This is an optimization exercise on Yosys and OpenROAD, whose aim is small area and a short achievable clock period, not a production implementation.
The RTL was checked by simulation tests, not by an equivalence proof against the original design.

==> willow <==
## RISCV_Top
module RISCV_Top(
    input clk,
    input rst,
    output [31:0] imem_addr,
    input  [31:0] imem_rdata,
    output [31:0] dmem_addr,
    output [31:0] dmem_wdata,
    output dmem_we,
    input  [31:0] dmem_rdata,
    output [31:0] ResultW
);
Settings: LEC_CHECK=0, ABC_AREA=1, CAP_MARGIN=20, CORE_MARGIN=2, CORE_UTILIZATION=40, SLEW_MARGIN=20; clock period 250.0 ns.
standard.sh (not shown) runs the stock make flow with config.mk's settings and CLKGATE_MAP_FILE= SYNTH_SCRIPT=/design/flow/synth_recipe.tcl, a recipe that flattens the netlist after the stock synthesis.
==> flow/flow/run.sh <==
#!/bin/bash
set -euo pipefail
bash standard.sh SETUP_SLACK_MARGIN=197 finish > standard_make.log 2>&1
==> raven (differences from willow) <==
--- a/flow/design.v
+++ b/flow/design.v
@@ -60,29 +60,23 @@
     output dmem_we,
     input  [31:0] dmem_rdata,
     output [31:0] ResultW
 );
     reg  [31:0] PCF;
-    reg  [6:0]  InstrOpD;
-    reg  [31:7] InstrHiD;
-    reg  [31:0] PCD;
-    wire [31:0] InstrD = {InstrHiD, InstrOpD};
+    reg  [31:0] InstrD, PCD;
     wire        PCSrcE;
     wire [31:0] PCTargetE;
-    wire [31:0] PCNext = PCSrcE ? PCTargetE : PCF + 32'd4;
-    always @(posedge clk or posedge rst) begin
-        if (rst) begin
-            PCF         <= 32'd0;
-            InstrOpD    <= 7'd0;
-        end else begin
-            PCF         <= {PCNext[31:1], 1'b0};
-            InstrOpD    <= imem_rdata[6:0];
-        end
-    end
-    always @(posedge clk) begin
-        InstrHiD     <= imem_rdata[31:7];
-        PCD          <= PCF;
+    always @(posedge clk or posedge rst) begin
+        if (rst) begin
+            PCF    <= 32'd0;
+            InstrD <= 32'd0;
+            PCD    <= 32'd0;
+        end else begin
+            PCF    <= PCSrcE ? PCTargetE : PCF + 32'd4;
+            InstrD <= imem_rdata;
+            PCD    <= PCF;
+        end
     end
     assign imem_addr = PCF;
     wire [6:0] op     = InstrD[6:0];
     wire [2:0] funct3 = InstrD[14:12];
     wire [6:0] funct7 = InstrD[31:25];
@@ -106,22 +100,22 @@
     wire r_srl  = isOp & (funct3 == 3'b101);
     wire r_div  = isOp & (funct3 == 3'b100) &  f7_0;
     wire r_xor  = isOp & (funct3 == 3'b100) & ~f7_0;
     wire r_mul  = isOp & (funct3 == 3'b000) & ~f7_5 &  f7_0;
     wire r_sub  = isOp & (funct3 == 3'b000) &  f7_5 & ~f7_0;
-    wire subD   = isBranch | r_sub | r_sltu;
+    wire subD   = isBranch | r_sub;
     wire addsubD = ~(r_and | r_sltu | r_sll | r_rem | r_or | r_srl | r_div |
                      r_xor | r_mul);
     reg  [31:0] regs [1:31];
     reg  [31:1] valid;
     wire [31:0] RD1D = (rs1D != 5'd0 && valid[rs1D]) ? regs[rs1D] : 32'd0;
     wire [31:0] RD2D = (rs2D != 5'd0 && valid[rs2D]) ? regs[rs2D] : 32'd0;
     wire [31:0] immI = {{20{InstrD[31]}}, InstrD[31:20]};
     wire [31:0] immS = {{20{InstrD[31]}}, InstrD[31:25], InstrD[11:7]};
     wire [31:0] immB = {{20{InstrD[31]}}, InstrD[7], InstrD[30:25], InstrD[11:8], 1'b0};
     wire [31:0] BopD = ALUSrcD ? (isStore ? immS : immI) : RD2D;
-    reg         RegWriteE, MemWriteE, ResultSrcE, BranchE;
+    reg         RegWriteE, MemWriteE, ResultSrcE, BranchE, ALUSrcE;
     reg         subE, addsubE, mulE, divE, remE, xorE, orE, andE, sltuE, sllE, srlE;
     reg  [4:0]  RDE;
     reg  [31:0] RD1E, BopE, RD2E, PCTargetE_r;
     reg         fAM, fAW, fBM, fBW, fSM, fSW;
     reg         RegWriteM, MemWriteM, ResultSrcM;
@@ -135,91 +129,77 @@
     wire mB = RegWriteE & (RDE != 5'd0) & (RDE == rs2D);
     wire wB = RegWriteM & (RDM != 5'd0) & (RDM == rs2D);
     always @(posedge clk or posedge rst) begin
         if (rst) begin
             RegWriteE <= 1'b0; MemWriteE <= 1'b0; ResultSrcE <= 1'b0;
-            BranchE <= 1'b0;
-            subE <= 1'b0; addsubE <= 1'b0; mulE <= 1'b0; divE <= 1'b0;
+            BranchE <= 1'b0; ALUSrcE <= 1'b0;
+            subE <= 1'b0; addsubE <= 1'b1; mulE <= 1'b0; divE <= 1'b0;
             remE <= 1'b0; xorE <= 1'b0; orE <= 1'b0; andE <= 1'b0;
             sltuE <= 1'b0; sllE <= 1'b0; srlE <= 1'b0;
+            RDE <= 5'd0;
+            RD1E <= 32'd0; BopE <= 32'd0; RD2E <= 32'd0; PCTargetE_r <= 32'd0;
+            fAM <= 1'b0; fAW <= 1'b0; fBM <= 1'b0; fBW <= 1'b0;
+            fSM <= 1'b0; fSW <= 1'b0;
         end else begin
             RegWriteE <= RegWriteD; MemWriteE <= isStore; ResultSrcE <= isLoad;
-            BranchE <= isBranch;
+            BranchE <= isBranch; ALUSrcE <= ALUSrcD;
             subE <= subD; addsubE <= addsubD; mulE <= r_mul; divE <= r_div;
             remE <= r_rem; xorE <= r_xor; orE <= r_or; andE <= r_and;
             sltuE <= r_sltu; sllE <= r_sll; srlE <= r_srl;
-        end
-    end
-    always @(posedge clk) begin
-        RDE <= rdD;
-        RD1E <= RD1D; BopE <= BopD; RD2E <= RD2D;
-        PCTargetE_r <= PCD + immB;
-        fAM <= mA; fAW <= ~mA & wA;
-        fBM <= ~ALUSrcD & mB; fBW <= ~ALUSrcD & ~mB & wB;
-        fSM <= mB; fSW <= ~mB & wB;
+            RDE <= rdD;
+            RD1E <= RD1D; BopE <= BopD; RD2E <= RD2D;
+            PCTargetE_r <= PCD + immB;
+            fAM <= mA; fAW <= ~mA & wA;
+            fBM <= ~ALUSrcD & mB; fBW <= ~ALUSrcD & ~mB & wB;
+            fSM <= mB; fSW <= ~mB & wB;
+        end
     end
     wire [31:0] SrcA  = fAM ? ALUResultM : fAW ? ResultW_r : RD1E;
     wire [31:0] SrcB  = fBM ? ALUResultM : fBW ? ResultW_r : BopE;
     wire [31:0] WData = fSM ? ALUResultM : fSW ? ResultW_r : RD2E;
     wire [31:0] Div, Rem;
     Division DIV (.A(SrcA), .B(SrcB), .Div(Div), .Rem(Rem));
-    wire [31:0] sum;
-    wire        cout;
-    assign {cout, sum} = {1'b0, SrcA} + {1'b0, subE ? ~SrcB : SrcB} + {32'd0, subE};
+    wire [31:0] sum  = SrcA + (subE ? ~SrcB : SrcB) + {31'd0, subE};
     wire [31:0] prod = SrcA * SrcB;
-    wire        big = |SrcB[31:5];
-    wire [31:0] SrcAr;
-    genvar gi;
-    generate
-        for (gi = 0; gi < 32; gi = gi + 1) begin : rev_a
-            assign SrcAr[gi] = SrcA[31-gi];
-        end
-    endgenerate
-    wire [31:0] shin = sllE ? SrcAr : SrcA;
-    wire [31:0] shr  = shin >> SrcB[4:0];
-    wire [31:0] shl;
-    generate
-        for (gi = 0; gi < 32; gi = gi + 1) begin : rev_s
-            assign shl[gi] = shr[31-gi];
-        end
-    endgenerate
+    wire        big  = |SrcB[31:5];
+    wire [31:0] shl  = big ? 32'd0 : (SrcA << SrcB[4:0]);
+    wire [31:0] shr  = big ? 32'd0 : (SrcA >> SrcB[4:0]);
     wire [31:0] ALUResultE =
           ({32{addsubE}} & sum)
         | ({32{mulE}}    & prod)
         | ({32{divE}}    & Div)
         | ({32{remE}}    & Rem)
         | ({32{xorE}}    & (SrcA ^ SrcB))
         | ({32{orE}}     & (SrcA | SrcB))
         | ({32{andE}}    & (SrcA & SrcB))
-        | ({32{sltuE}}   & {31'd0, ~cout})
-        | ({32{sllE & ~big}} & shl)
-        | ({32{srlE & ~big}} & shr);
-    assign PCSrcE    = BranchE & ~|sum;
+        | ({32{sltuE}}   & {31'd0, SrcA < SrcB})
+        | ({32{sllE}}    & shl)
+        | ({32{srlE}}    & shr);
+    assign PCSrcE    = BranchE & (SrcA == SrcB);
     assign PCTargetE = PCTargetE_r;
     always @(posedge clk or posedge rst) begin
         if (rst) begin
             RegWriteM <= 1'b0; MemWriteM <= 1'b0; ResultSrcM <= 1'b0;
-            ALUResultM <= 32'd0;
+            RDM <= 5'd0;
+            ALUResultM <= 32'd0; WriteDataM <= 32'd0;
         end else begin
             RegWriteM <= RegWriteE; MemWriteM <= MemWriteE; ResultSrcM <= ResultSrcE;
-            ALUResultM <= ALUResultE;
-        end
-    end
-    always @(posedge clk) begin
-        RDM <= RDE;
-        WriteDataM <= WData;
+            RDM <= RDE;
+            ALUResultM <= ALUResultE; WriteDataM <= WData;
+        end
     end
     always @(posedge clk or posedge rst) begin
         if (rst) begin
             RegWriteW <= 1'b0;
+            RDW <= 5'd0;
             ResultW_r <= 32'd0;
         end else begin
             RegWriteW <= RegWriteM;
+            RDW <= RDM;
             ResultW_r <= ResultSrcM ? dmem_rdata : ALUResultM;
         end
     end
-    always @(posedge clk) RDW <= RDM;
     assign dmem_addr  = ALUResultM;
     assign dmem_wdata = WriteDataM;
     assign dmem_we    = MemWriteM;
     assign ResultW    = ResultW_r;
     always @(posedge clk or posedge rst) begin
==> flow/run.sh (new file) <==
#!/bin/bash
# synth_recipe.tcl (not shown) runs the flow's synth.tcl, then flattens the netlist and writes it again
# the make line also repeats each setting of config.mk as NAME=value (left out here)
make -C /OpenROAD-flow-scripts/flow DESIGN_CONFIG=/design/flow/config.mk WORK_HOME=/design/flow/orfs CLKGATE_MAP_FILE= SYNTH_SCRIPT=/design/flow/synth_recipe.tcl finish
==> flow/config.mk (replaced) <==
export PLATFORM = sky130hd
export DESIGN_NAME = RISCV_Top
export DESIGN_NICKNAME = RISCV_Top
export VERILOG_FILES = /design/flow/design.v
export SDC_FILE = /design/flow/constraint.sdc
export NUM_CORES = 4
export LEC_CHECK = 0
export CAP_MARGIN = 20
export CORE_MARGIN = 2
export CORE_UTILIZATION = 40
export SLEW_MARGIN = 20
removed: flow/flow/run.sh
removed: flow/standard.sh
==> comparison table <==
quantity                                                             raven          willow
Beginning of the worst hold path                                    PCD[0]      ResultSrcE
Data arrival at the endpoint of the critical path                 74.19 ns         2.70 ns
Growth of design area from synthesis to finish                      10.14%          13.77%
Worst reg2reg startpoint                                               fBW  ALUResultM[30]
Total clock buffers created by CTS                                     147             160
Vias in the first global route                                      109998          118506
Fraction of standard cell area that is sequential                   0.2723          0.2609
Routability cong.                                                    1.095           1.046
Share of final layout cell area taken by non-clock buffers         0.03326         0.04849
Result of the run                                           finished clean  finished clean
Post-place instance area                                        140600 µm²      137000 µm²
Pre-CTS setup slack                                              178.74 ns       184.94 ns
Startpoint of the worst setup timing path                              fBW   ResultW_r[23]
Vias post-DR                                                        113287          128658
GR Util All Layers                                                  0.3322          0.3543
Count of non-CTS inverters in the layout                              1039            2136
Post-Synth Simple-Gate Area                                         0.1274          0.1967

## re-timing with driven ports
The flow's constraints put no driver on any port. The routed layouts listed below were extracted and timed again, unchanged, in two steps. Step 1, drivers: a clkbuf_16 drives clk and a buf_2 each remaining input, both assumed. Step 2 moves the port delays by t, midway between the first and last clock arrival at a register: inputs arrive t later, outputs are due t later. That takes back most of the time a late clock gives input paths. Three values: no drivers, after step 1, after step 2; two values: the first two.
| run | t, ns | slack for setup (ns) | clock arrival spread, ns |
|---|---|---|---|
| willow | 0.929 | 197.304 / 197.196 / 197.579 | 0.086 / 0.087 |
| raven | 0.867 | 176.477 / 176.477 / 176.477 | 0.103 / 0.103 |
After both steps setup and hold are still met in every run listed. The worst setup slack also covers recovery checks on asynchronous resets.
